From an optimization exercise on the open Yosys and OpenROAD flow, aimed at small area, a short achievable clock period and few clock cycles; shortcuts taken in it are not production practice.
Function was not checked in any run shown here: the RTL went through the layout flow alone.

## flow/design.v (module list and top-level ports; edited modules follow where they fit)
// module CONVCOR: 525 lines
module CONVCOR(clk, rst_n, in_valid, in_a, in_b, in_mode, out_valid, out);
  // ...
==> flow/flow/run.sh <==
#!/bin/bash
set -euo pipefail
bash standard.sh SETUP_SLACK_MARGIN=9 "BUFFER_PORTS_ARGS=-buffer_cell sky130_fd_sc_hd__buf_1" finish > standard_flow.log 2>&1
==> flow/standard.sh <==
#!/bin/bash
# synth_recipe.tcl (not shown) runs the flow's synth.tcl, then flattens the netlist and writes it again
# the make line also repeats each setting of config.mk as NAME=value (left out here)
make -C /OpenROAD-flow-scripts/flow DESIGN_CONFIG=/design/flow/config.mk WORK_HOME=/design/flow/orfs CLKGATE_MAP_FILE= SYNTH_SCRIPT=/design/flow/synth_recipe.tcl "${@:-finish}"
==> flow/config.mk <==
export PLATFORM = sky130hd
export DESIGN_NAME = CONVCOR
export DESIGN_NICKNAME = CONVCOR
export VERILOG_FILES = /design/flow/design.v
export SDC_FILE = /design/flow/constraint.sdc
export NUM_CORES = 4
export LEC_CHECK = 0
export CAP_MARGIN = 20
export CORE_MARGIN = 2
export CORE_UTILIZATION = 60
export CTS_BUF_LIST = sky130_fd_sc_hd__clkbuf_16
export CTS_CLUSTER_DIAMETER = 150
export CTS_CLUSTER_SIZE = 20
export SLEW_MARGIN = 20
==> flow/constraint.sdc <==
create_clock -name core_clock -period 12.5 [get_ports {clk}]
set_input_delay 2.5000 -clock core_clock [delete_from_list [all_inputs] [get_ports {clk}]]
set_output_delay 2.5000 -clock core_clock [all_outputs]
set_load 0.01 [all_outputs]
==> out/results.txt, run 1 <==
Initial antenna violation count - 1
Crit path kind - flop to output pin
Via total after detailed routing - 10,900
Post-synthesis mux area share - 3.73%
Adder-Cell Fraction of Synth Area - 21.7%
Setup violators final - 0
Die Area - 27,000 µm²
CTS max path bufs - 3
Drt initial violations - 928
Post-DRT Antenna Nets - 0
Syn Area/Cell - 10.2 µm²
Post-synthesis xor/xnor area fraction - 9.13%
Hold Path Sink - B3[6]
Main combinational cell family by area after synthesis - adder cells
Critical Path AT - 0.97 ns
Sequential share of cell area - 34.0%
Cell chain of the critical path - buf_2
Cells after Synth - 1,516
Worst-Skew Late Latency - 0.51 ns
Post-synthesis sequential area ratio - 36.0%
Hold_sp - B2[6]
Met1 GRT Util - 38.3%
Post-synth cell types - 64
Overall Global Routing Usage - 26.7%
Startpoint types - flop
PortBufs - 72
Critical path buffer and inverter count - 1
Remaining DRCs - 0
GRT Residual Overflow - 0
Seq cells - 277
Status - finished clean
Ys Warns - 1
FP Rows - 58
Top routing layer in use - met4
Ant. Diodes - 1
RD Place Congestion - 0.883
Final hold vios - 0
Largest net degree at the start of global routing - 44
H-tree depth - 1
==> inputs of run 2 (changes only) <==
==> flow/design.v (replaced) <==
module CONVCOR(clk, rst_n, in_valid, in_a, in_b, in_mode, out_valid, out);
input clk, rst_n, in_valid, in_mode;
input [15:0] in_a, in_b;
output reg out_valid;
output reg signed [35:0] out;
reg m;
reg [3:0] cnt;
reg acc;
wire idle = (cnt == 4'd0);
wire mm = idle ? in_mode : m;
wire last = m ? (cnt == 4'd4) : (cnt == 4'd10);
wire [3:0] ncnt = idle ? {3'd0, in_valid} : (last ? 4'd0 : cnt + 4'd1);
reg [15:0] A1, A2, A3, B1, B2, B3;
wire shift = (cnt[3:2] == 2'b00) && (cnt[1:0] != 2'b11);
always @(posedge clk) begin
  if (shift) begin
    A1 <= in_a; A2 <= A1; A3 <= A2;
    B1 <= in_b; B2 <= B1; B3 <= B2;
  end
end
reg [2:0] nax, nay;
reg npx, npy, nacc, nvalid;
always @(*) begin
  nax = 3'b000; nay = 3'b000; npx = 1'b1; npy = 1'b1; nacc = 1'b0; nvalid = 1'b0;
  if (m) begin
    nacc = (cnt == 4'd1) || (cnt == 4'd2);
    nvalid = (cnt == 4'd3);
  end else begin
    case (cnt)
      4'd0: begin npx = 1'b0; nax = 3'b001; end
      4'd1: begin npx = 1'b0; npy = 1'b0; nax = 3'b001; nay = 3'b010; end
      4'd2: begin npx = 1'b0; npy = 1'b0; nax = 3'b100; nay = 3'b001; end
      4'd3: begin npx = 1'b0; npy = 1'b0; nax = 3'b010; nay = 3'b010; end
      4'd4: begin npx = 1'b0; npy = 1'b0; nax = 3'b001; nay = 3'b100; end
      4'd5: begin npx = 1'b0; npy = 1'b0; nax = 3'b010; nay = 3'b001; end
      4'd6: begin npx = 1'b0; npy = 1'b0; nax = 3'b001; nay = 3'b010; end
      4'd7: begin npx = 1'b0; npy = 1'b0; nax = 3'b001; nay = 3'b001; end
      default: ;
    endcase
    nacc = (cnt == 4'd2) || (cnt == 4'd4) || (cnt == 4'd5) || (cnt == 4'd7);
    nvalid = (cnt == 4'd1) || (cnt == 4'd3) || (cnt == 4'd6) || (cnt == 4'd8) || (cnt == 4'd9);
  end
  if (idle) begin
    nax = 3'b000; nay = 3'b000; npx = 1'b1; npy = 1'b1; nacc = 1'b0; nvalid = 1'b0;
  end
end
reg [2:0] ax, ay;
reg px, py;
always @(posedge clk) begin
  if (!rst_n) begin
    px <= 1'b1; py <= 1'b1; ax <= 3'b000; ay <= 3'b000;
  end else if (idle) begin
    px <= 1'b1; py <= 1'b1; ax <= 3'b000; ay <= 3'b000;
    if (in_valid && !in_mode) begin px <= 1'b0; ax <= 3'b001; end
  end else begin
    px <= npx; py <= npy; ax <= nax; ay <= nay;
  end
end
wire [15:0] sx = ({16{ax[0]}} & A1) | ({16{ax[1]}} & A2) | ({16{ax[2]}} & A3);
wire [15:0] sy = ({16{ay[0]}} & B1) | ({16{ay[1]}} & B2) | ({16{ay[2]}} & B3);
function [16:0] benc(input [7:0] y);    
  integer k;
  reg ym, z;
  begin
    for (k = 0; k < 3; k = k + 1) begin
      ym = (k == 0) ? 1'b0 : y[2*k-1];
      benc[k] = y[2*k] ^ ym;
      benc[3+k] = (y[2*k+1] & ~y[2*k] & ~ym) | (~y[2*k+1] & y[2*k] & ym);
      benc[6+k] = y[2*k+1];
    end
    z = y[6] ^ y[5];
    benc[9]  = ~y[7] & z;                    
    benc[10] = y[7] & z;                     
    benc[11] = ~y[7] & y[6] & y[5];          
    benc[12] = y[7] & ~y[6] & ~y[5];         
    benc[16:13] = {benc[11], benc[12], benc[9], benc[10]};
  end
endfunction
wire [16:0] er_pin = benc(in_b[15:8]), ei_pin = benc(in_b[7:0]);
wire [16:0] er_st = benc(sy[15:8]), ei_st = benc(sy[7:0]);
wire [16:0] ner = py ? er_pin : er_st;
wire [16:0] nei = py ? ei_pin : ei_st;
wire [15:0] nx = px ? in_a : sx;
wire [8:0] nnxr = -{nx[15], nx[15:8]};
wire [8:0] nnxi = -{nx[7], nx[7:0]};
reg [7:0] xr, xi;
reg [8:0] nxr, nxi;
reg [2:0] r_one, r_two, r_neg, i_one, i_two, i_nre, i_nim;
reg [3:0] r_top, i_tre, i_tim;
always @(posedge clk) begin
  xr <= nx[15:8]; xi <= nx[7:0];
  nxr <= nnxr; nxi <= nnxi;
  r_one <= ner[2:0]; r_two <= ner[5:3]; r_neg <= ner[8:6]; r_top <= ner[12:9];
  i_one <= nei[2:0]; i_two <= nei[5:3];
  i_nre <= nei[8:6] ^ {3{~mm}};
  i_nim <= nei[8:6] ^ {3{mm}};
  i_tre <= mm ? nei[12:9] : nei[16:13];
  i_tim <= mm ? nei[16:13] : nei[12:9];
end
always @(posedge clk) begin
  if (!rst_n) begin
    cnt <= 4'd0;
    out_valid <= 1'b0;
    acc <= 1'b0;
  end else begin
    cnt <= ncnt;
    m <= mm;
    out_valid <= nvalid;
    acc <= nacc;
  end
end
wire [17:0] sre, sim;
wire prr_p0_0 = (r_one[0] & xr[0]) ^ r_neg[0];
wire prr_p0_1 = ((r_one[0] & xr[1]) | (r_two[0] & xr[0])) ^ r_neg[0];
wire prr_p0_2 = ((r_one[0] & xr[2]) | (r_two[0] & xr[1])) ^ r_neg[0];
wire prr_p0_3 = ((r_one[0] & xr[3]) | (r_two[0] & xr[2])) ^ r_neg[0];
wire prr_p0_4 = ((r_one[0] & xr[4]) | (r_two[0] & xr[3])) ^ r_neg[0];
wire prr_p0_5 = ((r_one[0] & xr[5]) | (r_two[0] & xr[4])) ^ r_neg[0];
wire prr_p0_6 = ((r_one[0] & xr[6]) | (r_two[0] & xr[5])) ^ r_neg[0];
wire prr_p0_7 = ((r_one[0] & xr[7]) | (r_two[0] & xr[6])) ^ r_neg[0];
wire prr_p0_8 = ((r_one[0] & xr[7]) | (r_two[0] & xr[7])) ^ r_neg[0];
wire prr_p1_0 = (r_one[1] & xr[0]) ^ r_neg[1];
wire prr_p1_1 = ((r_one[1] & xr[1]) | (r_two[1] & xr[0])) ^ r_neg[1];
wire prr_p1_2 = ((r_one[1] & xr[2]) | (r_two[1] & xr[1])) ^ r_neg[1];
wire prr_p1_3 = ((r_one[1] & xr[3]) | (r_two[1] & xr[2])) ^ r_neg[1];
wire prr_p1_4 = ((r_one[1] & xr[4]) | (r_two[1] & xr[3])) ^ r_neg[1];
wire prr_p1_5 = ((r_one[1] & xr[5]) | (r_two[1] & xr[4])) ^ r_neg[1];
wire prr_p1_6 = ((r_one[1] & xr[6]) | (r_two[1] & xr[5])) ^ r_neg[1];
wire prr_p1_7 = ((r_one[1] & xr[7]) | (r_two[1] & xr[6])) ^ r_neg[1];
wire prr_p1_8 = ((r_one[1] & xr[7]) | (r_two[1] & xr[7])) ^ r_neg[1];
wire prr_p2_0 = (r_one[2] & xr[0]) ^ r_neg[2];
wire prr_p2_1 = ((r_one[2] & xr[1]) | (r_two[2] & xr[0])) ^ r_neg[2];
wire prr_p2_2 = ((r_one[2] & xr[2]) | (r_two[2] & xr[1])) ^ r_neg[2];
wire prr_p2_3 = ((r_one[2] & xr[3]) | (r_two[2] & xr[2])) ^ r_neg[2];
wire prr_p2_4 = ((r_one[2] & xr[4]) | (r_two[2] & xr[3])) ^ r_neg[2];
wire prr_p2_5 = ((r_one[2] & xr[5]) | (r_two[2] & xr[4])) ^ r_neg[2];
wire prr_p2_6 = ((r_one[2] & xr[6]) | (r_two[2] & xr[5])) ^ r_neg[2];
wire prr_p2_7 = ((r_one[2] & xr[7]) | (r_two[2] & xr[6])) ^ r_neg[2];
wire prr_p2_8 = ((r_one[2] & xr[7]) | (r_two[2] & xr[7])) ^ r_neg[2];
wire prr_p3_0 = (r_top[0] & xr[0]) | (r_top[1] & nxr[0]);
wire prr_p3_1 = (r_top[0] & xr[1]) | (r_top[1] & nxr[1]) | (r_top[2] & xr[0]) | (r_top[3] & nxr[0]);
wire prr_p3_2 = (r_top[0] & xr[2]) | (r_top[1] & nxr[2]) | (r_top[2] & xr[1]) | (r_top[3] & nxr[1]);
wire prr_p3_3 = (r_top[0] & xr[3]) | (r_top[1] & nxr[3]) | (r_top[2] & xr[2]) | (r_top[3] & nxr[2]);
wire prr_p3_4 = (r_top[0] & xr[4]) | (r_top[1] & nxr[4]) | (r_top[2] & xr[3]) | (r_top[3] & nxr[3]);
wire prr_p3_5 = (r_top[0] & xr[5]) | (r_top[1] & nxr[5]) | (r_top[2] & xr[4]) | (r_top[3] & nxr[4]);
wire prr_p3_6 = (r_top[0] & xr[6]) | (r_top[1] & nxr[6]) | (r_top[2] & xr[5]) | (r_top[3] & nxr[5]);
wire prr_p3_7 = (r_top[0] & xr[7]) | (r_top[1] & nxr[7]) | (r_top[2] & xr[6]) | (r_top[3] & nxr[6]);
wire prr_p3_8 = (r_top[0] & xr[7]) | (r_top[1] & nxr[8]) | (r_top[2] & xr[7]) | (r_top[3] & nxr[7]);
wire prr_p3_9 = (r_top[0] & xr[7]) | (r_top[1] & nxr[8]) | (r_top[2] & xr[7]) | (r_top[3] & nxr[8]);
wire pii_p0_0 = (i_one[0] & xi[0]) ^ i_nre[0];
wire pii_p0_1 = ((i_one[0] & xi[1]) | (i_two[0] & xi[0])) ^ i_nre[0];
wire pii_p0_2 = ((i_one[0] & xi[2]) | (i_two[0] & xi[1])) ^ i_nre[0];
wire pii_p0_3 = ((i_one[0] & xi[3]) | (i_two[0] & xi[2])) ^ i_nre[0];
wire pii_p0_4 = ((i_one[0] & xi[4]) | (i_two[0] & xi[3])) ^ i_nre[0];
wire pii_p0_5 = ((i_one[0] & xi[5]) | (i_two[0] & xi[4])) ^ i_nre[0];
wire pii_p0_6 = ((i_one[0] & xi[6]) | (i_two[0] & xi[5])) ^ i_nre[0];
wire pii_p0_7 = ((i_one[0] & xi[7]) | (i_two[0] & xi[6])) ^ i_nre[0];
wire pii_p0_8 = ((i_one[0] & xi[7]) | (i_two[0] & xi[7])) ^ i_nre[0];
wire pii_p1_0 = (i_one[1] & xi[0]) ^ i_nre[1];
wire pii_p1_1 = ((i_one[1] & xi[1]) | (i_two[1] & xi[0])) ^ i_nre[1];
wire pii_p1_2 = ((i_one[1] & xi[2]) | (i_two[1] & xi[1])) ^ i_nre[1];
wire pii_p1_3 = ((i_one[1] & xi[3]) | (i_two[1] & xi[2])) ^ i_nre[1];
wire pii_p1_4 = ((i_one[1] & xi[4]) | (i_two[1] & xi[3])) ^ i_nre[1];
wire pii_p1_5 = ((i_one[1] & xi[5]) | (i_two[1] & xi[4])) ^ i_nre[1];
wire pii_p1_6 = ((i_one[1] & xi[6]) | (i_two[1] & xi[5])) ^ i_nre[1];
wire pii_p1_7 = ((i_one[1] & xi[7]) | (i_two[1] & xi[6])) ^ i_nre[1];
wire pii_p1_8 = ((i_one[1] & xi[7]) | (i_two[1] & xi[7])) ^ i_nre[1];
wire pii_p2_0 = (i_one[2] & xi[0]) ^ i_nre[2];
wire pii_p2_1 = ((i_one[2] & xi[1]) | (i_two[2] & xi[0])) ^ i_nre[2];
wire pii_p2_2 = ((i_one[2] & xi[2]) | (i_two[2] & xi[1])) ^ i_nre[2];
wire pii_p2_3 = ((i_one[2] & xi[3]) | (i_two[2] & xi[2])) ^ i_nre[2];
wire pii_p2_4 = ((i_one[2] & xi[4]) | (i_two[2] & xi[3])) ^ i_nre[2];
wire pii_p2_5 = ((i_one[2] & xi[5]) | (i_two[2] & xi[4])) ^ i_nre[2];
wire pii_p2_6 = ((i_one[2] & xi[6]) | (i_two[2] & xi[5])) ^ i_nre[2];
wire pii_p2_7 = ((i_one[2] & xi[7]) | (i_two[2] & xi[6])) ^ i_nre[2];
wire pii_p2_8 = ((i_one[2] & xi[7]) | (i_two[2] & xi[7])) ^ i_nre[2];
wire pii_p3_0 = (i_tre[0] & xi[0]) | (i_tre[1] & nxi[0]);
wire pii_p3_1 = (i_tre[0] & xi[1]) | (i_tre[1] & nxi[1]) | (i_tre[2] & xi[0]) | (i_tre[3] & nxi[0]);
wire pii_p3_2 = (i_tre[0] & xi[2]) | (i_tre[1] & nxi[2]) | (i_tre[2] & xi[1]) | (i_tre[3] & nxi[1]);
wire pii_p3_3 = (i_tre[0] & xi[3]) | (i_tre[1] & nxi[3]) | (i_tre[2] & xi[2]) | (i_tre[3] & nxi[2]);
wire pii_p3_4 = (i_tre[0] & xi[4]) | (i_tre[1] & nxi[4]) | (i_tre[2] & xi[3]) | (i_tre[3] & nxi[3]);
wire pii_p3_5 = (i_tre[0] & xi[5]) | (i_tre[1] & nxi[5]) | (i_tre[2] & xi[4]) | (i_tre[3] & nxi[4]);
wire pii_p3_6 = (i_tre[0] & xi[6]) | (i_tre[1] & nxi[6]) | (i_tre[2] & xi[5]) | (i_tre[3] & nxi[5]);
wire pii_p3_7 = (i_tre[0] & xi[7]) | (i_tre[1] & nxi[7]) | (i_tre[2] & xi[6]) | (i_tre[3] & nxi[6]);
wire pii_p3_8 = (i_tre[0] & xi[7]) | (i_tre[1] & nxi[8]) | (i_tre[2] & xi[7]) | (i_tre[3] & nxi[7]);
wire pii_p3_9 = (i_tre[0] & xi[7]) | (i_tre[1] & nxi[8]) | (i_tre[2] & xi[7]) | (i_tre[3] & nxi[8]);
wire pri_p0_0 = (i_one[0] & xr[0]) ^ i_nim[0];
wire pri_p0_1 = ((i_one[0] & xr[1]) | (i_two[0] & xr[0])) ^ i_nim[0];
wire pri_p0_2 = ((i_one[0] & xr[2]) | (i_two[0] & xr[1])) ^ i_nim[0];
wire pri_p0_3 = ((i_one[0] & xr[3]) | (i_two[0] & xr[2])) ^ i_nim[0];
wire pri_p0_4 = ((i_one[0] & xr[4]) | (i_two[0] & xr[3])) ^ i_nim[0];
wire pri_p0_5 = ((i_one[0] & xr[5]) | (i_two[0] & xr[4])) ^ i_nim[0];
wire pri_p0_6 = ((i_one[0] & xr[6]) | (i_two[0] & xr[5])) ^ i_nim[0];
wire pri_p0_7 = ((i_one[0] & xr[7]) | (i_two[0] & xr[6])) ^ i_nim[0];
wire pri_p0_8 = ((i_one[0] & xr[7]) | (i_two[0] & xr[7])) ^ i_nim[0];
wire pri_p1_0 = (i_one[1] & xr[0]) ^ i_nim[1];
wire pri_p1_1 = ((i_one[1] & xr[1]) | (i_two[1] & xr[0])) ^ i_nim[1];
wire pri_p1_2 = ((i_one[1] & xr[2]) | (i_two[1] & xr[1])) ^ i_nim[1];
wire pri_p1_3 = ((i_one[1] & xr[3]) | (i_two[1] & xr[2])) ^ i_nim[1];
wire pri_p1_4 = ((i_one[1] & xr[4]) | (i_two[1] & xr[3])) ^ i_nim[1];
wire pri_p1_5 = ((i_one[1] & xr[5]) | (i_two[1] & xr[4])) ^ i_nim[1];
wire pri_p1_6 = ((i_one[1] & xr[6]) | (i_two[1] & xr[5])) ^ i_nim[1];
wire pri_p1_7 = ((i_one[1] & xr[7]) | (i_two[1] & xr[6])) ^ i_nim[1];
wire pri_p1_8 = ((i_one[1] & xr[7]) | (i_two[1] & xr[7])) ^ i_nim[1];
wire pri_p2_0 = (i_one[2] & xr[0]) ^ i_nim[2];
wire pri_p2_1 = ((i_one[2] & xr[1]) | (i_two[2] & xr[0])) ^ i_nim[2];
wire pri_p2_2 = ((i_one[2] & xr[2]) | (i_two[2] & xr[1])) ^ i_nim[2];
wire pri_p2_3 = ((i_one[2] & xr[3]) | (i_two[2] & xr[2])) ^ i_nim[2];
wire pri_p2_4 = ((i_one[2] & xr[4]) | (i_two[2] & xr[3])) ^ i_nim[2];
wire pri_p2_5 = ((i_one[2] & xr[5]) | (i_two[2] & xr[4])) ^ i_nim[2];
wire pri_p2_6 = ((i_one[2] & xr[6]) | (i_two[2] & xr[5])) ^ i_nim[2];
wire pri_p2_7 = ((i_one[2] & xr[7]) | (i_two[2] & xr[6])) ^ i_nim[2];
wire pri_p2_8 = ((i_one[2] & xr[7]) | (i_two[2] & xr[7])) ^ i_nim[2];
wire pri_p3_0 = (i_tim[0] & xr[0]) | (i_tim[1] & nxr[0]);
wire pri_p3_1 = (i_tim[0] & xr[1]) | (i_tim[1] & nxr[1]) | (i_tim[2] & xr[0]) | (i_tim[3] & nxr[0]);
wire pri_p3_2 = (i_tim[0] & xr[2]) | (i_tim[1] & nxr[2]) | (i_tim[2] & xr[1]) | (i_tim[3] & nxr[1]);
wire pri_p3_3 = (i_tim[0] & xr[3]) | (i_tim[1] & nxr[3]) | (i_tim[2] & xr[2]) | (i_tim[3] & nxr[2]);
wire pri_p3_4 = (i_tim[0] & xr[4]) | (i_tim[1] & nxr[4]) | (i_tim[2] & xr[3]) | (i_tim[3] & nxr[3]);
wire pri_p3_5 = (i_tim[0] & xr[5]) | (i_tim[1] & nxr[5]) | (i_tim[2] & xr[4]) | (i_tim[3] & nxr[4]);
wire pri_p3_6 = (i_tim[0] & xr[6]) | (i_tim[1] & nxr[6]) | (i_tim[2] & xr[5]) | (i_tim[3] & nxr[5]);
wire pri_p3_7 = (i_tim[0] & xr[7]) | (i_tim[1] & nxr[7]) | (i_tim[2] & xr[6]) | (i_tim[3] & nxr[6]);
wire pri_p3_8 = (i_tim[0] & xr[7]) | (i_tim[1] & nxr[8]) | (i_tim[2] & xr[7]) | (i_tim[3] & nxr[7]);
wire pri_p3_9 = (i_tim[0] & xr[7]) | (i_tim[1] & nxr[8]) | (i_tim[2] & xr[7]) | (i_tim[3] & nxr[8]);
wire pir_p0_0 = (r_one[0] & xi[0]) ^ r_neg[0];
wire pir_p0_1 = ((r_one[0] & xi[1]) | (r_two[0] & xi[0])) ^ r_neg[0];
wire pir_p0_2 = ((r_one[0] & xi[2]) | (r_two[0] & xi[1])) ^ r_neg[0];
wire pir_p0_3 = ((r_one[0] & xi[3]) | (r_two[0] & xi[2])) ^ r_neg[0];
wire pir_p0_4 = ((r_one[0] & xi[4]) | (r_two[0] & xi[3])) ^ r_neg[0];
wire pir_p0_5 = ((r_one[0] & xi[5]) | (r_two[0] & xi[4])) ^ r_neg[0];
wire pir_p0_6 = ((r_one[0] & xi[6]) | (r_two[0] & xi[5])) ^ r_neg[0];
wire pir_p0_7 = ((r_one[0] & xi[7]) | (r_two[0] & xi[6])) ^ r_neg[0];
wire pir_p0_8 = ((r_one[0] & xi[7]) | (r_two[0] & xi[7])) ^ r_neg[0];
wire pir_p1_0 = (r_one[1] & xi[0]) ^ r_neg[1];
wire pir_p1_1 = ((r_one[1] & xi[1]) | (r_two[1] & xi[0])) ^ r_neg[1];
wire pir_p1_2 = ((r_one[1] & xi[2]) | (r_two[1] & xi[1])) ^ r_neg[1];
wire pir_p1_3 = ((r_one[1] & xi[3]) | (r_two[1] & xi[2])) ^ r_neg[1];
wire pir_p1_4 = ((r_one[1] & xi[4]) | (r_two[1] & xi[3])) ^ r_neg[1];
wire pir_p1_5 = ((r_one[1] & xi[5]) | (r_two[1] & xi[4])) ^ r_neg[1];
wire pir_p1_6 = ((r_one[1] & xi[6]) | (r_two[1] & xi[5])) ^ r_neg[1];
wire pir_p1_7 = ((r_one[1] & xi[7]) | (r_two[1] & xi[6])) ^ r_neg[1];
wire pir_p1_8 = ((r_one[1] & xi[7]) | (r_two[1] & xi[7])) ^ r_neg[1];
wire pir_p2_0 = (r_one[2] & xi[0]) ^ r_neg[2];
wire pir_p2_1 = ((r_one[2] & xi[1]) | (r_two[2] & xi[0])) ^ r_neg[2];
wire pir_p2_2 = ((r_one[2] & xi[2]) | (r_two[2] & xi[1])) ^ r_neg[2];
wire pir_p2_3 = ((r_one[2] & xi[3]) | (r_two[2] & xi[2])) ^ r_neg[2];
wire pir_p2_4 = ((r_one[2] & xi[4]) | (r_two[2] & xi[3])) ^ r_neg[2];
wire pir_p2_5 = ((r_one[2] & xi[5]) | (r_two[2] & xi[4])) ^ r_neg[2];
wire pir_p2_6 = ((r_one[2] & xi[6]) | (r_two[2] & xi[5])) ^ r_neg[2];
wire pir_p2_7 = ((r_one[2] & xi[7]) | (r_two[2] & xi[6])) ^ r_neg[2];
wire pir_p2_8 = ((r_one[2] & xi[7]) | (r_two[2] & xi[7])) ^ r_neg[2];
wire pir_p3_0 = (r_top[0] & xi[0]) | (r_top[1] & nxi[0]);
wire pir_p3_1 = (r_top[0] & xi[1]) | (r_top[1] & nxi[1]) | (r_top[2] & xi[0]) | (r_top[3] & nxi[0]);
wire pir_p3_2 = (r_top[0] & xi[2]) | (r_top[1] & nxi[2]) | (r_top[2] & xi[1]) | (r_top[3] & nxi[1]);
wire pir_p3_3 = (r_top[0] & xi[3]) | (r_top[1] & nxi[3]) | (r_top[2] & xi[2]) | (r_top[3] & nxi[2]);
wire pir_p3_4 = (r_top[0] & xi[4]) | (r_top[1] & nxi[4]) | (r_top[2] & xi[3]) | (r_top[3] & nxi[3]);
wire pir_p3_5 = (r_top[0] & xi[5]) | (r_top[1] & nxi[5]) | (r_top[2] & xi[4]) | (r_top[3] & nxi[4]);
wire pir_p3_6 = (r_top[0] & xi[6]) | (r_top[1] & nxi[6]) | (r_top[2] & xi[5]) | (r_top[3] & nxi[5]);
wire pir_p3_7 = (r_top[0] & xi[7]) | (r_top[1] & nxi[7]) | (r_top[2] & xi[6]) | (r_top[3] & nxi[6]);
wire pir_p3_8 = (r_top[0] & xi[7]) | (r_top[1] & nxi[8]) | (r_top[2] & xi[7]) | (r_top[3] & nxi[7]);
wire pir_p3_9 = (r_top[0] & xi[7]) | (r_top[1] & nxi[8]) | (r_top[2] & xi[7]) | (r_top[3] & nxi[8]);
wire tre_w1 = prr_p0_0 ^ r_neg[0];
wire tre_w2 = pii_p0_0 ^ i_nre[0];
wire tre_w3 = tre_w1 ^ tre_w2;
wire tre_w4 = tre_w1 ? pii_p0_0 : prr_p0_0;
wire tre_w5 = tre_w3;
wire tre_w6 = ~tre_w3 & i_nre[0];
wire tre_w7 = prr_p0_2 ^ prr_p1_0;
wire tre_w8 = r_neg[1] ^ pii_p0_2;
wire tre_w9 = tre_w7 ^ tre_w8;
wire tre_w10 = tre_w7 ? r_neg[1] : prr_p0_2;
wire tre_w11 = tre_w9;
wire tre_w12 = ~tre_w9 & pii_p0_2;
wire tre_w13 = prr_p0_3 ^ prr_p1_1;
wire tre_w14 = pii_p0_3 ^ pii_p1_1;
wire tre_w15 = tre_w13 ^ tre_w14;
wire tre_w16 = tre_w13 ? pii_p0_3 : prr_p0_3;
wire tre_w17 = tre_w15 ^ tre_w10;
wire tre_w18 = tre_w15 ? tre_w10 : pii_p1_1;
wire tre_w19 = prr_p0_4 ^ prr_p1_2;
wire tre_w20 = prr_p2_0 ^ r_neg[2];
wire tre_w21 = tre_w19 ^ tre_w20;
wire tre_w22 = tre_w19 ? prr_p2_0 : prr_p0_4;
wire tre_w23 = tre_w21 ^ tre_w16;
wire tre_w24 = tre_w21 ? tre_w16 : r_neg[2];
wire tre_w25 = pii_p0_4 ^ pii_p1_2;
wire tre_w26 = pii_p2_0 ^ i_nre[2];
wire tre_w27 = tre_w25 ^ tre_w26;
wire tre_w28 = tre_w25 ? pii_p2_0 : pii_p0_4;
wire tre_w29 = tre_w27;
wire tre_w30 = ~tre_w27 & i_nre[2];
wire tre_w31 = prr_p0_5 ^ prr_p1_3;
wire tre_w32 = prr_p2_1 ^ pii_p0_5;
wire tre_w33 = tre_w31 ^ tre_w32;
wire tre_w34 = tre_w31 ? prr_p2_1 : prr_p0_5;
wire tre_w35 = tre_w33 ^ tre_w22;
wire tre_w36 = tre_w33 ? tre_w22 : pii_p0_5;
wire tre_w37 = prr_p0_6 ^ prr_p1_4;
wire tre_w38 = prr_p2_2 ^ prr_p3_0;
wire tre_w39 = tre_w37 ^ tre_w38;
wire tre_w40 = tre_w37 ? prr_p2_2 : prr_p0_6;
wire tre_w41 = tre_w39 ^ tre_w34;
wire tre_w42 = tre_w39 ? tre_w34 : prr_p3_0;
wire tre_w43 = pii_p0_6 ^ pii_p1_4;
wire tre_w44 = pii_p2_2 ^ pii_p3_0;
wire tre_w45 = tre_w43 ^ tre_w44;
wire tre_w46 = tre_w43 ? pii_p2_2 : pii_p0_6;
wire tre_w47 = tre_w45;
wire tre_w48 = ~tre_w45 & pii_p3_0;
wire tre_w49 = prr_p0_7 ^ prr_p1_5;
wire tre_w50 = prr_p2_3 ^ prr_p3_1;
wire tre_w51 = tre_w49 ^ tre_w50;
wire tre_w52 = tre_w49 ? prr_p2_3 : prr_p0_7;
wire tre_w53 = tre_w51 ^ tre_w40;
wire tre_w54 = tre_w51 ? tre_w40 : prr_p3_1;
wire tre_w55 = pii_p0_7 ^ pii_p1_5;
wire tre_w56 = pii_p2_3 ^ pii_p3_1;
wire tre_w57 = tre_w55 ^ tre_w56;
wire tre_w58 = tre_w55 ? pii_p2_3 : pii_p0_7;
wire tre_w59 = tre_w57 ^ tre_w46;
wire tre_w60 = tre_w57 ? tre_w46 : pii_p3_1;
wire tre_w61 = ~(prr_p0_8) ^ prr_p1_6;
wire tre_w62 = prr_p2_4 ^ prr_p3_2;
wire tre_w63 = tre_w61 ^ tre_w62;
wire tre_w64 = tre_w61 ? prr_p2_4 : ~(prr_p0_8);
wire tre_w65 = tre_w63 ^ tre_w52;
wire tre_w66 = tre_w63 ? tre_w52 : prr_p3_2;
wire tre_w67 = ~(pii_p0_8) ^ pii_p1_6;
wire tre_w68 = pii_p2_4 ^ pii_p3_2;
wire tre_w69 = tre_w67 ^ tre_w68;
wire tre_w70 = tre_w67 ? pii_p2_4 : ~(pii_p0_8);
wire tre_w71 = tre_w69 ^ tre_w58;
wire tre_w72 = tre_w69 ? tre_w58 : pii_p3_2;
wire tre_w73 = prr_p1_7 ^ prr_p2_5;
wire tre_w74 = prr_p3_3 ^ pii_p1_7;
wire tre_w75 = tre_w73 ^ tre_w74;
wire tre_w76 = tre_w73 ? prr_p3_3 : prr_p1_7;
wire tre_w77 = tre_w75 ^ tre_w64;
wire tre_w78 = tre_w75 ? tre_w64 : pii_p1_7;
wire tre_w79 = pii_p2_5 ^ pii_p3_3;
wire tre_w80 = out[27] & acc ^ 1'b1;
wire tre_w81 = tre_w79 ^ tre_w80;
wire tre_w82 = tre_w79 ? out[27] & acc : pii_p2_5;
wire tre_w83 = tre_w81 ^ tre_w70;
wire tre_w84 = tre_w81 ? tre_w70 : 1'b1;
wire tre_w85 = ~(prr_p1_8) ^ prr_p2_6;
wire tre_w86 = prr_p3_4 ^ ~(pii_p1_8);
wire tre_w87 = tre_w85 ^ tre_w86;
wire tre_w88 = tre_w85 ? prr_p3_4 : ~(prr_p1_8);
wire tre_w89 = tre_w87 ^ tre_w76;
wire tre_w90 = tre_w87 ? tre_w76 : ~(pii_p1_8);
wire tre_w91 = pii_p2_6 ^ pii_p3_4;
wire tre_w92 = out[28] & acc ^ 1'b1;
wire tre_w93 = tre_w91 ^ tre_w92;
wire tre_w94 = tre_w91 ? out[28] & acc : pii_p2_6;
wire tre_w95 = tre_w93 ^ tre_w82;
wire tre_w96 = tre_w93 ? tre_w82 : 1'b1;
wire tre_w97 = prr_p2_7 ^ prr_p3_5;
wire tre_w98 = pii_p2_7 ^ pii_p3_5;
wire tre_w99 = tre_w97 ^ tre_w98;
wire tre_w100 = tre_w97 ? pii_p2_7 : prr_p2_7;
wire tre_w101 = tre_w99 ^ tre_w88;
wire tre_w102 = tre_w99 ? tre_w88 : pii_p3_5;
wire tre_w103 = ~(prr_p2_8) ^ prr_p3_6;
wire tre_w104 = ~(pii_p2_8) ^ pii_p3_6;
wire tre_w105 = tre_w103 ^ tre_w104;
wire tre_w106 = tre_w103 ? ~(pii_p2_8) : ~(prr_p2_8);
wire tre_w107 = tre_w105 ^ tre_w100;
wire tre_w108 = tre_w105 ? tre_w100 : pii_p3_6;
wire tre_w109 = prr_p3_8 ^ pii_p3_8;
wire tre_w110 = out[32] & acc ^ 1'b1;
wire tre_w111 = tre_w109 ^ tre_w110;
wire tre_w112 = tre_w109 ? out[32] & acc : prr_p3_8;
wire tre_w113 = tre_w111;
wire tre_w114 = ~tre_w111 & 1'b1;
wire tre_w115 = ~(prr_p3_9) ^ ~(pii_p3_9);
wire tre_w116 = out[33] & acc ^ 1'b1;
wire tre_w117 = tre_w115 ^ tre_w116;
wire tre_w118 = tre_w115 ? out[33] & acc : ~(prr_p3_9);
wire tre_w119 = tre_w117 ^ tre_w112;
wire tre_w120 = tre_w117 ? tre_w112 : 1'b1;
wire tre_w121 = tre_w6 ^ prr_p0_1;
wire tre_w122 = pii_p0_1 ^ out[19] & acc;
wire tre_w123 = tre_w121 ^ tre_w122;
wire tre_w124 = tre_w121 ? pii_p0_1 : tre_w6;
wire tre_w125 = tre_w123;
wire tre_w126 = ~tre_w123 & out[19] & acc;
wire tre_w127 = tre_w11 ^ pii_p1_0;
wire tre_w128 = i_nre[1] ^ out[20] & acc;
wire tre_w129 = tre_w127 ^ tre_w128;
wire tre_w130 = tre_w127 ? i_nre[1] : tre_w11;
wire tre_w131 = tre_w129 ^ tre_w124;
wire tre_w132 = tre_w129 ? tre_w124 : out[20] & acc;
wire tre_w133 = tre_w18 ^ tre_w23;
wire tre_w134 = tre_w29 ^ out[22] & acc;
wire tre_w135 = tre_w133 ^ tre_w134;
wire tre_w136 = tre_w133 ? tre_w29 : tre_w18;
wire tre_w137 = tre_w135;
wire tre_w138 = ~tre_w135 & out[22] & acc;
wire tre_w139 = tre_w24 ^ tre_w30;
wire tre_w140 = tre_w35 ^ pii_p1_3;
wire tre_w141 = tre_w139 ^ tre_w140;
wire tre_w142 = tre_w139 ? tre_w35 : tre_w24;
wire tre_w143 = tre_w141 ^ tre_w136;
wire tre_w144 = tre_w141 ? tre_w136 : pii_p1_3;
wire tre_w145 = tre_w36 ^ tre_w41;
wire tre_w146 = tre_w47 ^ out[24] & acc;
wire tre_w147 = tre_w145 ^ tre_w146;
wire tre_w148 = tre_w145 ? tre_w47 : tre_w36;
wire tre_w149 = tre_w147 ^ tre_w142;
wire tre_w150 = tre_w147 ? tre_w142 : out[24] & acc;
wire tre_w151 = tre_w42 ^ tre_w48;
wire tre_w152 = tre_w53 ^ tre_w59;
wire tre_w153 = tre_w151 ^ tre_w152;
wire tre_w154 = tre_w151 ? tre_w53 : tre_w42;
wire tre_w155 = tre_w153 ^ tre_w148;
wire tre_w156 = tre_w153 ? tre_w148 : tre_w59;
wire tre_w157 = tre_w54 ^ tre_w60;
wire tre_w158 = tre_w65 ^ tre_w71;
wire tre_w159 = tre_w157 ^ tre_w158;
wire tre_w160 = tre_w157 ? tre_w65 : tre_w54;
wire tre_w161 = tre_w159 ^ tre_w154;
wire tre_w162 = tre_w159 ? tre_w154 : tre_w71;
wire tre_w163 = tre_w66 ^ tre_w72;
wire tre_w164 = tre_w77 ^ tre_w83;
wire tre_w165 = tre_w163 ^ tre_w164;
wire tre_w166 = tre_w163 ? tre_w77 : tre_w66;
wire tre_w167 = tre_w165 ^ tre_w160;
wire tre_w168 = tre_w165 ? tre_w160 : tre_w83;
wire tre_w169 = tre_w78 ^ tre_w84;
wire tre_w170 = tre_w89 ^ tre_w95;
wire tre_w171 = tre_w169 ^ tre_w170;
wire tre_w172 = tre_w169 ? tre_w89 : tre_w78;
wire tre_w173 = tre_w171 ^ tre_w166;
wire tre_w174 = tre_w171 ? tre_w166 : tre_w95;
wire tre_w175 = tre_w90 ^ tre_w96;
wire tre_w176 = tre_w101 ^ out[29] & acc;
wire tre_w177 = tre_w175 ^ tre_w176;
wire tre_w178 = tre_w175 ? tre_w101 : tre_w90;
wire tre_w179 = tre_w177 ^ tre_w172;
wire tre_w180 = tre_w177 ? tre_w172 : out[29] & acc;
wire tre_w181 = tre_w102 ^ tre_w107;
wire tre_w182 = out[30] & acc ^ 1'b1;
wire tre_w183 = tre_w181 ^ tre_w182;
wire tre_w184 = tre_w181 ? out[30] & acc : tre_w102;
wire tre_w185 = tre_w183 ^ tre_w178;
wire tre_w186 = tre_w183 ? tre_w178 : 1'b1;
wire tre_w187 = tre_w108 ^ prr_p3_7;
wire tre_w188 = pii_p3_7 ^ out[31] & acc;
wire tre_w189 = tre_w187 ^ tre_w188;
wire tre_w190 = tre_w187 ? pii_p3_7 : tre_w108;
wire tre_w191 = tre_w189 ^ tre_w184;
wire tre_w192 = tre_w189 ? tre_w184 : out[31] & acc;
wire tre_w193 = tre_w132 ^ tre_w12;
wire tre_w194 = tre_w17 ^ out[21] & acc;
wire tre_w195 = tre_w193 ^ tre_w194;
wire tre_w196 = tre_w193 ? tre_w17 : tre_w132;
wire tre_w197 = tre_w195;
wire tre_w198 = ~tre_w195 & out[21] & acc;
wire tre_w199 = tre_w138 ^ tre_w143;
wire tre_w200 = pii_p2_1 ^ out[23] & acc;
wire tre_w201 = tre_w199 ^ tre_w200;
wire tre_w202 = tre_w199 ? pii_p2_1 : tre_w138;
wire tre_w203 = tre_w201;
wire tre_w204 = ~tre_w201 & out[23] & acc;
wire tre_w205 = tre_w198 ^ tre_w137 ^ tre_w196;
wire tre_w206 = (tre_w198 & tre_w137) | (tre_w198 & tre_w196) | (tre_w137 & tre_w196);
wire tre_w207 = tre_w204 ^ tre_w144;
wire tre_w208 = tre_w149 ^ tre_w202;
wire tre_w209 = tre_w207 ^ tre_w208;
wire tre_w210 = tre_w207 ? tre_w149 : tre_w204;
wire tre_w211 = tre_w209;
wire tre_w212 = ~tre_w209 & tre_w202;
wire tre_w213 = tre_w150 ^ tre_w155 ^ out[25] & acc;
wire tre_w214 = (tre_w150 & tre_w155) | (tre_w150 & out[25] & acc) | (tre_w155 & out[25] & acc);
wire tre_w215 = tre_w156 ^ tre_w161 ^ out[26] & acc;
wire tre_w216 = (tre_w156 & tre_w161) | (tre_w156 & out[26] & acc) | (tre_w161 & out[26] & acc);
wire tre_w217 = tre_w174 ^ tre_w179 ^ tre_w94;
wire tre_w218 = (tre_w174 & tre_w179) | (tre_w174 & tre_w94) | (tre_w179 & tre_w94);
wire tre_w219 = tre_w186 ^ tre_w191 ^ tre_w106;
wire tre_w220 = (tre_w186 & tre_w191) | (tre_w186 & tre_w106) | (tre_w191 & tre_w106);
wire tre_w221 = tre_w192 ^ tre_w113 ^ tre_w190;
wire tre_w222 = (tre_w192 & tre_w113) | (tre_w192 & tre_w190) | (tre_w113 & tre_w190);
wire tre_w223 = tre_w120 ^ out[34] & acc ^ tre_w118;
wire tre_w224 = (tre_w120 & out[34] & acc) | (tre_w120 & tre_w118) | (out[34] & acc & tre_w118);
wire tre_w225 = tre_w206 ^ tre_w203 ^ tre_w28;
wire tre_w226 = (tre_w206 & tre_w203) | (tre_w206 & tre_w28) | (tre_w203 & tre_w28);
wire tre_w227 = tre_w212 ^ tre_w213 ^ tre_w210;
wire tre_w228 = (tre_w212 & tre_w213) | (tre_w212 & tre_w210) | (tre_w213 & tre_w210);
wire tre_w229 = tre_w214 ^ tre_w215;
wire tre_w230 = tre_w214 & tre_w215;
wire tre_w231 = tre_w216 ^ tre_w162 ^ tre_w167;
wire tre_w232 = (tre_w216 & tre_w162) | (tre_w216 & tre_w167) | (tre_w162 & tre_w167);
wire tre_w233 = tre_w168 ^ tre_w173;
wire tre_w234 = tre_w168 & tre_w173;
wire tre_w235 = tre_w218 ^ tre_w180 ^ tre_w185;
wire tre_w236 = (tre_w218 & tre_w180) | (tre_w218 & tre_w185) | (tre_w180 & tre_w185);
wire tre_w237 = tre_w222 ^ tre_w114 ^ tre_w119;
wire tre_w238 = (tre_w222 & tre_w114) | (tre_w222 & tre_w119) | (tre_w114 & tre_w119);
wire tre_w239 = tre_w224 ^ out[35] & acc ^ 1'b1;
wire tre_w240 = (tre_w224 & out[35] & acc) | (tre_w224 & 1'b1) | (out[35] & acc & 1'b1);
wire [17:0] tre_r0 = {tre_w239, tre_w238, tre_w237, tre_w220, tre_w236, tre_w235, tre_w234, tre_w232, tre_w230, tre_w228, tre_w227, tre_w226, tre_w225, tre_w205, tre_w197, tre_w126, tre_w125, tre_w5};
wire [17:0] tre_r1 = {1'b0, tre_w223, 1'b0, tre_w221, tre_w219, 1'b0, tre_w217, tre_w233, tre_w231, tre_w229, 1'b0, tre_w211, 1'b0, 1'b0, tre_w130, tre_w131, tre_w4, out[18] & acc};
assign sre = tre_r0 + tre_r1;
wire tim_w1 = pri_p0_0 ^ i_nim[0];
wire tim_w2 = pir_p0_0 ^ r_neg[0];
wire tim_w3 = tim_w1 ^ tim_w2;
wire tim_w4 = tim_w1 ? pir_p0_0 : pri_p0_0;
wire tim_w5 = tim_w3;
wire tim_w6 = ~tim_w3 & r_neg[0];
wire tim_w7 = pri_p0_2 ^ pri_p1_0;
wire tim_w8 = i_nim[1] ^ pir_p0_2;
wire tim_w9 = tim_w7 ^ tim_w8;
wire tim_w10 = tim_w7 ? i_nim[1] : pri_p0_2;
wire tim_w11 = tim_w9;
wire tim_w12 = ~tim_w9 & pir_p0_2;
wire tim_w13 = pri_p0_3 ^ pri_p1_1;
wire tim_w14 = pir_p0_3 ^ pir_p1_1;
wire tim_w15 = tim_w13 ^ tim_w14;
wire tim_w16 = tim_w13 ? pir_p0_3 : pri_p0_3;
wire tim_w17 = tim_w15 ^ tim_w10;
wire tim_w18 = tim_w15 ? tim_w10 : pir_p1_1;
wire tim_w19 = pri_p0_4 ^ pri_p1_2;
wire tim_w20 = pri_p2_0 ^ i_nim[2];
wire tim_w21 = tim_w19 ^ tim_w20;
wire tim_w22 = tim_w19 ? pri_p2_0 : pri_p0_4;
wire tim_w23 = tim_w21 ^ tim_w16;
wire tim_w24 = tim_w21 ? tim_w16 : i_nim[2];
wire tim_w25 = pir_p0_4 ^ pir_p1_2;
wire tim_w26 = pir_p2_0 ^ r_neg[2];
wire tim_w27 = tim_w25 ^ tim_w26;
wire tim_w28 = tim_w25 ? pir_p2_0 : pir_p0_4;
wire tim_w29 = tim_w27;
wire tim_w30 = ~tim_w27 & r_neg[2];
wire tim_w31 = pri_p0_5 ^ pri_p1_3;
wire tim_w32 = pri_p2_1 ^ pir_p0_5;
wire tim_w33 = tim_w31 ^ tim_w32;
wire tim_w34 = tim_w31 ? pri_p2_1 : pri_p0_5;
wire tim_w35 = tim_w33 ^ tim_w22;
wire tim_w36 = tim_w33 ? tim_w22 : pir_p0_5;
wire tim_w37 = pri_p0_6 ^ pri_p1_4;
wire tim_w38 = pri_p2_2 ^ pri_p3_0;
wire tim_w39 = tim_w37 ^ tim_w38;
wire tim_w40 = tim_w37 ? pri_p2_2 : pri_p0_6;
wire tim_w41 = tim_w39 ^ tim_w34;
wire tim_w42 = tim_w39 ? tim_w34 : pri_p3_0;
wire tim_w43 = pir_p0_6 ^ pir_p1_4;
wire tim_w44 = pir_p2_2 ^ pir_p3_0;
wire tim_w45 = tim_w43 ^ tim_w44;
wire tim_w46 = tim_w43 ? pir_p2_2 : pir_p0_6;
wire tim_w47 = tim_w45;
wire tim_w48 = ~tim_w45 & pir_p3_0;
wire tim_w49 = pri_p0_7 ^ pri_p1_5;
wire tim_w50 = pri_p2_3 ^ pri_p3_1;
wire tim_w51 = tim_w49 ^ tim_w50;
wire tim_w52 = tim_w49 ? pri_p2_3 : pri_p0_7;
wire tim_w53 = tim_w51 ^ tim_w40;
wire tim_w54 = tim_w51 ? tim_w40 : pri_p3_1;
wire tim_w55 = pir_p0_7 ^ pir_p1_5;
wire tim_w56 = pir_p2_3 ^ pir_p3_1;
wire tim_w57 = tim_w55 ^ tim_w56;
wire tim_w58 = tim_w55 ? pir_p2_3 : pir_p0_7;
wire tim_w59 = tim_w57 ^ tim_w46;
wire tim_w60 = tim_w57 ? tim_w46 : pir_p3_1;
wire tim_w61 = ~(pri_p0_8) ^ pri_p1_6;
wire tim_w62 = pri_p2_4 ^ pri_p3_2;
wire tim_w63 = tim_w61 ^ tim_w62;
wire tim_w64 = tim_w61 ? pri_p2_4 : ~(pri_p0_8);
wire tim_w65 = tim_w63 ^ tim_w52;
wire tim_w66 = tim_w63 ? tim_w52 : pri_p3_2;
wire tim_w67 = ~(pir_p0_8) ^ pir_p1_6;
wire tim_w68 = pir_p2_4 ^ pir_p3_2;
wire tim_w69 = tim_w67 ^ tim_w68;
wire tim_w70 = tim_w67 ? pir_p2_4 : ~(pir_p0_8);
wire tim_w71 = tim_w69 ^ tim_w58;
wire tim_w72 = tim_w69 ? tim_w58 : pir_p3_2;
wire tim_w73 = pri_p1_7 ^ pri_p2_5;
wire tim_w74 = pri_p3_3 ^ pir_p1_7;
wire tim_w75 = tim_w73 ^ tim_w74;
wire tim_w76 = tim_w73 ? pri_p3_3 : pri_p1_7;
wire tim_w77 = tim_w75 ^ tim_w64;
wire tim_w78 = tim_w75 ? tim_w64 : pir_p1_7;
wire tim_w79 = pir_p2_5 ^ pir_p3_3;
wire tim_w80 = out[9] & acc ^ 1'b1;
wire tim_w81 = tim_w79 ^ tim_w80;
wire tim_w82 = tim_w79 ? out[9] & acc : pir_p2_5;
wire tim_w83 = tim_w81 ^ tim_w70;
wire tim_w84 = tim_w81 ? tim_w70 : 1'b1;
wire tim_w85 = ~(pri_p1_8) ^ pri_p2_6;
wire tim_w86 = pri_p3_4 ^ ~(pir_p1_8);
wire tim_w87 = tim_w85 ^ tim_w86;
wire tim_w88 = tim_w85 ? pri_p3_4 : ~(pri_p1_8);
wire tim_w89 = tim_w87 ^ tim_w76;
wire tim_w90 = tim_w87 ? tim_w76 : ~(pir_p1_8);
wire tim_w91 = pir_p2_6 ^ pir_p3_4;
wire tim_w92 = out[10] & acc ^ 1'b1;
wire tim_w93 = tim_w91 ^ tim_w92;
wire tim_w94 = tim_w91 ? out[10] & acc : pir_p2_6;
wire tim_w95 = tim_w93 ^ tim_w82;
wire tim_w96 = tim_w93 ? tim_w82 : 1'b1;
wire tim_w97 = pri_p2_7 ^ pri_p3_5;
wire tim_w98 = pir_p2_7 ^ pir_p3_5;
wire tim_w99 = tim_w97 ^ tim_w98;
wire tim_w100 = tim_w97 ? pir_p2_7 : pri_p2_7;
wire tim_w101 = tim_w99 ^ tim_w88;
wire tim_w102 = tim_w99 ? tim_w88 : pir_p3_5;
wire tim_w103 = ~(pri_p2_8) ^ pri_p3_6;
wire tim_w104 = ~(pir_p2_8) ^ pir_p3_6;
wire tim_w105 = tim_w103 ^ tim_w104;
wire tim_w106 = tim_w103 ? ~(pir_p2_8) : ~(pri_p2_8);
wire tim_w107 = tim_w105 ^ tim_w100;
wire tim_w108 = tim_w105 ? tim_w100 : pir_p3_6;
wire tim_w109 = pri_p3_8 ^ pir_p3_8;
wire tim_w110 = out[14] & acc ^ 1'b1;
wire tim_w111 = tim_w109 ^ tim_w110;
wire tim_w112 = tim_w109 ? out[14] & acc : pri_p3_8;
wire tim_w113 = tim_w111;
wire tim_w114 = ~tim_w111 & 1'b1;
wire tim_w115 = ~(pri_p3_9) ^ ~(pir_p3_9);
wire tim_w116 = out[15] & acc ^ 1'b1;
wire tim_w117 = tim_w115 ^ tim_w116;
wire tim_w118 = tim_w115 ? out[15] & acc : ~(pri_p3_9);
wire tim_w119 = tim_w117 ^ tim_w112;
wire tim_w120 = tim_w117 ? tim_w112 : 1'b1;
wire tim_w121 = tim_w6 ^ pri_p0_1;
wire tim_w122 = pir_p0_1 ^ out[1] & acc;
wire tim_w123 = tim_w121 ^ tim_w122;
wire tim_w124 = tim_w121 ? pir_p0_1 : tim_w6;
wire tim_w125 = tim_w123;
wire tim_w126 = ~tim_w123 & out[1] & acc;
wire tim_w127 = tim_w11 ^ pir_p1_0;
wire tim_w128 = r_neg[1] ^ out[2] & acc;
wire tim_w129 = tim_w127 ^ tim_w128;
wire tim_w130 = tim_w127 ? r_neg[1] : tim_w11;
wire tim_w131 = tim_w129 ^ tim_w124;
wire tim_w132 = tim_w129 ? tim_w124 : out[2] & acc;
wire tim_w133 = tim_w18 ^ tim_w23;
wire tim_w134 = tim_w29 ^ out[4] & acc;
wire tim_w135 = tim_w133 ^ tim_w134;
wire tim_w136 = tim_w133 ? tim_w29 : tim_w18;
wire tim_w137 = tim_w135;
wire tim_w138 = ~tim_w135 & out[4] & acc;
wire tim_w139 = tim_w24 ^ tim_w30;
wire tim_w140 = tim_w35 ^ pir_p1_3;
wire tim_w141 = tim_w139 ^ tim_w140;
wire tim_w142 = tim_w139 ? tim_w35 : tim_w24;
wire tim_w143 = tim_w141 ^ tim_w136;
wire tim_w144 = tim_w141 ? tim_w136 : pir_p1_3;
wire tim_w145 = tim_w36 ^ tim_w41;
wire tim_w146 = tim_w47 ^ out[6] & acc;
wire tim_w147 = tim_w145 ^ tim_w146;
wire tim_w148 = tim_w145 ? tim_w47 : tim_w36;
wire tim_w149 = tim_w147 ^ tim_w142;
wire tim_w150 = tim_w147 ? tim_w142 : out[6] & acc;
wire tim_w151 = tim_w42 ^ tim_w48;
wire tim_w152 = tim_w53 ^ tim_w59;
wire tim_w153 = tim_w151 ^ tim_w152;
wire tim_w154 = tim_w151 ? tim_w53 : tim_w42;
wire tim_w155 = tim_w153 ^ tim_w148;
wire tim_w156 = tim_w153 ? tim_w148 : tim_w59;
wire tim_w157 = tim_w54 ^ tim_w60;
wire tim_w158 = tim_w65 ^ tim_w71;
wire tim_w159 = tim_w157 ^ tim_w158;
wire tim_w160 = tim_w157 ? tim_w65 : tim_w54;
wire tim_w161 = tim_w159 ^ tim_w154;
wire tim_w162 = tim_w159 ? tim_w154 : tim_w71;
wire tim_w163 = tim_w66 ^ tim_w72;
wire tim_w164 = tim_w77 ^ tim_w83;
wire tim_w165 = tim_w163 ^ tim_w164;
wire tim_w166 = tim_w163 ? tim_w77 : tim_w66;
wire tim_w167 = tim_w165 ^ tim_w160;
wire tim_w168 = tim_w165 ? tim_w160 : tim_w83;
wire tim_w169 = tim_w78 ^ tim_w84;
wire tim_w170 = tim_w89 ^ tim_w95;
wire tim_w171 = tim_w169 ^ tim_w170;
wire tim_w172 = tim_w169 ? tim_w89 : tim_w78;
wire tim_w173 = tim_w171 ^ tim_w166;
wire tim_w174 = tim_w171 ? tim_w166 : tim_w95;
wire tim_w175 = tim_w90 ^ tim_w96;
wire tim_w176 = tim_w101 ^ out[11] & acc;
wire tim_w177 = tim_w175 ^ tim_w176;
wire tim_w178 = tim_w175 ? tim_w101 : tim_w90;
wire tim_w179 = tim_w177 ^ tim_w172;
wire tim_w180 = tim_w177 ? tim_w172 : out[11] & acc;
wire tim_w181 = tim_w102 ^ tim_w107;
wire tim_w182 = out[12] & acc ^ 1'b1;
wire tim_w183 = tim_w181 ^ tim_w182;
wire tim_w184 = tim_w181 ? out[12] & acc : tim_w102;
wire tim_w185 = tim_w183 ^ tim_w178;
wire tim_w186 = tim_w183 ? tim_w178 : 1'b1;
wire tim_w187 = tim_w108 ^ pri_p3_7;
wire tim_w188 = pir_p3_7 ^ out[13] & acc;
wire tim_w189 = tim_w187 ^ tim_w188;
wire tim_w190 = tim_w187 ? pir_p3_7 : tim_w108;
wire tim_w191 = tim_w189 ^ tim_w184;
wire tim_w192 = tim_w189 ? tim_w184 : out[13] & acc;
wire tim_w193 = tim_w132 ^ tim_w12;
wire tim_w194 = tim_w17 ^ out[3] & acc;
wire tim_w195 = tim_w193 ^ tim_w194;
wire tim_w196 = tim_w193 ? tim_w17 : tim_w132;
wire tim_w197 = tim_w195;
wire tim_w198 = ~tim_w195 & out[3] & acc;
wire tim_w199 = tim_w138 ^ tim_w143;
wire tim_w200 = pir_p2_1 ^ out[5] & acc;
wire tim_w201 = tim_w199 ^ tim_w200;
wire tim_w202 = tim_w199 ? pir_p2_1 : tim_w138;
wire tim_w203 = tim_w201;
wire tim_w204 = ~tim_w201 & out[5] & acc;
wire tim_w205 = tim_w198 ^ tim_w137 ^ tim_w196;
wire tim_w206 = (tim_w198 & tim_w137) | (tim_w198 & tim_w196) | (tim_w137 & tim_w196);
wire tim_w207 = tim_w204 ^ tim_w144;
wire tim_w208 = tim_w149 ^ tim_w202;
wire tim_w209 = tim_w207 ^ tim_w208;
wire tim_w210 = tim_w207 ? tim_w149 : tim_w204;
wire tim_w211 = tim_w209;
wire tim_w212 = ~tim_w209 & tim_w202;
wire tim_w213 = tim_w150 ^ tim_w155 ^ out[7] & acc;
wire tim_w214 = (tim_w150 & tim_w155) | (tim_w150 & out[7] & acc) | (tim_w155 & out[7] & acc);
wire tim_w215 = tim_w156 ^ tim_w161 ^ out[8] & acc;
wire tim_w216 = (tim_w156 & tim_w161) | (tim_w156 & out[8] & acc) | (tim_w161 & out[8] & acc);
wire tim_w217 = tim_w174 ^ tim_w179 ^ tim_w94;
wire tim_w218 = (tim_w174 & tim_w179) | (tim_w174 & tim_w94) | (tim_w179 & tim_w94);
wire tim_w219 = tim_w186 ^ tim_w191 ^ tim_w106;
wire tim_w220 = (tim_w186 & tim_w191) | (tim_w186 & tim_w106) | (tim_w191 & tim_w106);
wire tim_w221 = tim_w192 ^ tim_w113 ^ tim_w190;
wire tim_w222 = (tim_w192 & tim_w113) | (tim_w192 & tim_w190) | (tim_w113 & tim_w190);
wire tim_w223 = tim_w120 ^ out[16] & acc ^ tim_w118;
wire tim_w224 = (tim_w120 & out[16] & acc) | (tim_w120 & tim_w118) | (out[16] & acc & tim_w118);
wire tim_w225 = tim_w206 ^ tim_w203 ^ tim_w28;
wire tim_w226 = (tim_w206 & tim_w203) | (tim_w206 & tim_w28) | (tim_w203 & tim_w28);
wire tim_w227 = tim_w212 ^ tim_w213 ^ tim_w210;
wire tim_w228 = (tim_w212 & tim_w213) | (tim_w212 & tim_w210) | (tim_w213 & tim_w210);
wire tim_w229 = tim_w214 ^ tim_w215;
wire tim_w230 = tim_w214 & tim_w215;
wire tim_w231 = tim_w216 ^ tim_w162 ^ tim_w167;
wire tim_w232 = (tim_w216 & tim_w162) | (tim_w216 & tim_w167) | (tim_w162 & tim_w167);
wire tim_w233 = tim_w168 ^ tim_w173;
wire tim_w234 = tim_w168 & tim_w173;
wire tim_w235 = tim_w218 ^ tim_w180 ^ tim_w185;
wire tim_w236 = (tim_w218 & tim_w180) | (tim_w218 & tim_w185) | (tim_w180 & tim_w185);
wire tim_w237 = tim_w222 ^ tim_w114 ^ tim_w119;
wire tim_w238 = (tim_w222 & tim_w114) | (tim_w222 & tim_w119) | (tim_w114 & tim_w119);
wire tim_w239 = tim_w224 ^ out[17] & acc ^ 1'b1;
wire tim_w240 = (tim_w224 & out[17] & acc) | (tim_w224 & 1'b1) | (out[17] & acc & 1'b1);
wire [17:0] tim_r0 = {tim_w239, tim_w238, tim_w237, tim_w220, tim_w236, tim_w235, tim_w234, tim_w232, tim_w230, tim_w228, tim_w227, tim_w226, tim_w225, tim_w205, tim_w197, tim_w126, tim_w125, tim_w5};
wire [17:0] tim_r1 = {1'b0, tim_w223, 1'b0, tim_w221, tim_w219, 1'b0, tim_w217, tim_w233, tim_w231, tim_w229, 1'b0, tim_w211, 1'b0, 1'b0, tim_w130, tim_w131, tim_w4, out[0] & acc};
assign sim = tim_r0 + tim_r1;
always @(posedge clk) out <= {sre, sim};
endmodule
==> flow/flow/run.sh (replaced) <==
#!/bin/bash
set -euo pipefail
bash standard.sh SETUP_SLACK_MARGIN=8 finish > standard_flow.log 2>&1
==> flow/config.mk (replaced) <==
export PLATFORM = sky130hd
export DESIGN_NAME = CONVCOR
export DESIGN_NICKNAME = CONVCOR
export VERILOG_FILES = /design/flow/design.v
export SDC_FILE = /design/flow/constraint.sdc
export NUM_CORES = 4
export LEC_CHECK = 0
export CAP_MARGIN = 20
export CORE_MARGIN = 2
export CORE_UTILIZATION = 40
export SLEW_MARGIN = 20
==> run 2 against run 1 <==
- synthesized cell count rose by 4.7%
- register-to-register slack got worse by 1.7 ns
- sequential share of layout area fell by 5.3 points
- critical path type is now flop to flop
- wire length rose by 15%
- largest cell class unchanged
- clock-buffer cell count rose by 20
==> out/results.txt, run 2 <==
# hold bufs at CTS - 0 (unchanged)
Critical path buffer and inverter count - 3 (was 1)
Initial core utilization - 40.4% (was 61.2%)
Top cell type's share of synthesized area - 19.2% (was 35.8%)
Nets@finish - 1,767 (was 1,747)
Die Area - 39,400 µm² (was 27,000 µm²)
Vias in the first global route - 11,400 (was 10,900)
Mapped Nets - 1,689 (was 1,744)
Overall Global Routing Usage - 20.0% (was 26.7%)
R2R cell count - 24 (was 7)
Final critical-path required period - 5.10 ns (was 3.47 ns)
Met3 Usage GRT - 3.02% (was 3.84%)
Worst-Margin Slew - 1.02 ns (was 0.926 ns)
DP Worst Slack - 6.77 ns (was 8.62 ns)
Via/cell ratio - 5.44 (was 5.89)
GRT Residual Overflow - 0 (unchanged)
Status - finished clean (unchanged)
CTS max path bufs - 3 (unchanged)
Clk sink count - 208 (was 277)
I/O pins - 73 (unchanged)
WHS Path Cells - 0 (unchanged)
Core area - 37,500 µm² (was 25,300 µm²)
H-tree depth - 1 (unchanged)
Cell accounting for the most synthesized area - edfxtp_1 (was dfxtp_1)
Cell chain of the critical path - buf_6 -> buf_6 -> a22oi_2 -> xnor2_2 -> xnor2_1 -> xnor2_1 -> xor2_1 -> xnor2_1 -> xor2_1 -> buf_4 -> xnor3_2 -> nor2_4 -> xnor2_2 -> nor2b_4 -> fa_2 -> ha_4 -> o211a_1 -> o21a_1 -> o21a_1 -> o21ai_2 -> a21oi_2 -> o21a_1 -> o21ai_1 -> xnor2_1 (was buf_2)
Post-route cell area - 18,200 µm² (was 16,500 µm²)
Dpl cells - 2,078 (was 1,821)
Hold Path Sink - B3[5] (was B3[6])
Drt initial violations - 1,301 (was 928)
Total Neg Setup Slack - 0 ns (unchanged)
Worst-Skew Late Latency - 0.55 ns (was 0.51 ns)
Seq cells post-synth - 208 (was 277)
CTS tree - built (unchanged)
Max Fclk - 196 MHz (was 288 MHz)
Fraction of layout cells with a size suffix above 1 - 16.5% (was 12.2%)
Met1 GRT Util - 28.4% (was 38.3%)
Ant. Diodes - 0 (was 1)
Worst slew margin - 31.7% (was 38.2%)
RSZ-0062 raised after global routing - true (unchanged)
Initial antenna violation count - 0 (was 1)
RD Place Congestion - 0.900 (was 0.883)
Area grow syn2layout - 20.2% (was 7.10%)
Crit Path Max Fanout - 5 (was 2)
Setup violators final - 0 (unchanged)
Synth cell count leaders - xnor2_1 (265), nand2_1 (151), a22oi_1 (125) (was dfxtp_1 (276), inv_1 (129), a22oi_1 (127))
Hold Crit Class - flop to flop (unchanged)
Family with the most delay on the worst path - XOR/XNOR gates (was flip-flops)
Post-synth cell types - 66 (was 64)
Ys Warns - 1 (unchanged)
Final worst slack - 7.40 ns (was 9.03 ns)
PortBufs - 72 (unchanged)
Routing usage on met2 - 31.8% (was 42.5%)
Final hold vios - 0 (unchanged)
Post-Syn Area - 15,100 µm² (was 15,400 µm²)
Overall routed net length - 39.7 mm (was 34.7 mm)
Largest net degree at the start of global routing - 49 (was 44)
DIE HEIGHT - 199 µm (was 164 µm)
Routed wire length per instance - 18.1 µm (was 18.8 µm)
Biggest register - out (unchanged)
WP data required - 12.97 ns (was 10.00 ns)
Crit path top cell by count - xnor2_1
Final Core Density - 48.5% (was 65.5%)
Hold_sp - B2[5] (was B2[6])
Delay of the slowest cell on the worst path - 0.47 ns (was 0.34 ns)
Crit. End Element - flop (was output pin)
Max_cap viols - 0 (unchanged)
Clock skew - 0.0157 ns (was 0.0113 ns)
Reg2reg start - xr[3] (was i_tim[0])
Top cells by area, synth - edfxtp_1 (19%), xnor2_1 (15%), dfxtp_1 (15%), a22oi_1 (6.2%), xor2_1 (6.2%) (was dfxtp_1 (36%), fa_1 (16%), a22oi_1 (6.2%), xnor2_1 (6.1%), ha_1 (5.3%))
Fin. max-slew vios - 0 (unchanged)
First-pass GRT wire length - 62.8 mm (was 57.1 mm)
FF-to-FF End - out[34] (was cim1[9])
Num CTS Buffers - 24 (was 17)
Via total after detailed routing - 11,900 (was 10,900)
Number of enable flip-flop cells after synthesis - 97 (was 1)
Main synth FF type - dfxtp_1 (unchanged)
Startpoint types - flop (unchanged)
Remaining DRCs - 0 (unchanged)
Post-synthesis sequential area ratio - 33.9% (was 36.0%)
DRT Pass-1 Iters - 9 (was 8)
Flop-to-flop setup slack - 7.40 ns (was 9.08 ns)
Most frequent cells in the layout - xnor2_1 (237), nand2_1 (149), a22oi_1 (114), xor2_1 (102), edfxtp_1 (97) (was dfxtp_1 (217), inv_1 (130), a22oi_1 (127), fa_1 (126), xnor2_1 (107))
Largest register FFs - 36 (unchanged)
CTS Root Buffer Type - clkbuf_16 (unchanged)
Critical Path AT - 5.57 ns (was 0.97 ns)
Crit path kind - flop to flop (was flop to output pin)
Top-count cell post-synth - xnor2_1 (was dfxtp_1)
Final Non-Filler Cells - 2,194 (was 1,851)
Chip Width - 199 µm (was 164 µm)
Cells after Synth - 1,587 (was 1,516)
Post-DP Area - 16,300 µm² (was 15,800 µm²)
Critical Path Stages - 24 (was 1)
FP Rows - 71 (was 58)
Tcrit/Tclk final - 40.8% (was 27.7%)
CTS clk-pin slew, worst paths - 0.06 ns (was 0.08 ns)
DP HPWL - 28.1 mm (was 24.4 mm)
Syn Area/Cell - 9.54 µm² (was 10.2 µm²)
GR peak layer - met2 (unchanged)
Crit-path slowest cell - xnor3_2 (was dfxtp_2)
Most common cell after layout, fill and taps aside - xnor2_1 (was dfxtp_1)
Post-DRT Antenna Nets - 0 (unchanged)
Asr flop ratio synth - 0% (unchanged)
run 2: cell count changes after synthesis, sizes merged, moves of 28 or more:
cell    change
nand2      +57
mux2       -33
edfxtp     +96
xor2       +54
clkbuf     -28
maj3       +72
fa        -106
xnor2     +160
dfxtp     -165
inv        -42
run 2: repair_timing:
item                       4_1_cts  5_1_grt
hold endpoints to repair         0        0
buffers inserted                45       27
cloned                           0        0
setup endpoints to repair       22       16
pin swaps                       56       58
gates resized for setup         94       53
run 2: area by class of cell:
cell class	count	area (µm²)
clock inverters	7	110
inverters	89	335
well taps	511	639
repair buffers	153	1370
clock buffers	37	711
fillers	3515	19300
flip-flops and latches	208	5230
multi-input cells	1189	9800
run 2: worst max-delay path by stage:
stage	start	endpoint
2_1_floorplan	xi[2]	out[34]
3_3_place_gp	r_neg[1]	out[16]
3_5_place_dp	r_neg[1]	out[16]
4_1_cts	nxi[0]	out[34]
5_1_grt	xr[3]	out[34]
6_report	xr[3]	out[34]
run 2: cells by family after synthesis:
family          count (synthesis)  synth area share [%]
mux                            37                  2.54
compound gates                333                  15.7
flops                         208                  33.9
xor+xnor                      383                  23.1
buf+inv                       190                  5.07
fa+ha+maj                     138                  11.2
simple gates                  298                  8.50
run 2: metrics by stage:
stage                     hold WS (ns)
after global routing             0.461
after detailed placement         0.436
final                            0.447
after global placement           0.428
after CTS                        0.451
after floorplan                  0.425
run 2: per-layer routing:
| layer | wire [µm] | up-vias |
|---|---|---|
| met1 | 18400 | 5736 |
| li1 | - | 5681 |
| met5 | 0 | - |
| met2 | 17800 | 435 |
| met3 | 2560 | 75 |
| met4 | 1040 | 0 |
run 2: worst register-to-register path, stage by stage (launching register included):
cell	delay [ns]
dfxtp_4	0.38
buf_6	0.13
buf_6	0.11
a22oi_2	0.23
xnor2_2	0.16
xnor2_1	0.12
xnor2_1	0.28
xor2_1	0.27
xnor2_1	0.16
xor2_1	0.20
buf_4	0.15
xnor3_2	0.47
nor2_4	0.16
xnor2_2	0.09
nor2b_4	0.14
fa_2	0.42
ha_4	0.27
o211a_1	0.13
o21a_1	0.21
o21a_1	0.21
o21ai_2	0.19
a21oi_2	0.09
o21a_1	0.19
o21ai_1	0.14
xnor2_1	0.13

## port drivers added, routing unchanged
The results above use ideal ports. As a check the final layouts listed here were re-extracted and re-timed, cells and wires unchanged.
Step 1 assumes that a clkbuf_16 drives the clock port and a buf_2 every other input.
Step 2 also shifts input and output timing later by t, the mid clock arrival at the registers, as if the neighbouring blocks saw the same clock.
a / b / c = ideal ports / drivers / drivers and shift; a / b = the first two.
| run | t (ns) | slack for setup (ns) | cell pins on the clock port's net |
|---|---|---|---|
| run 1 | 0.549 | 9.033 / 8.985 / 8.713 | 1 |
| run 2 | 0.598 | 7.396 / 7.396 / 7.396 | 1 |
After both steps every run listed still meets setup and hold. The setup slack of run 1, which loses most, moves by -0.048 ns with the drivers and by -0.320 ns with both steps.
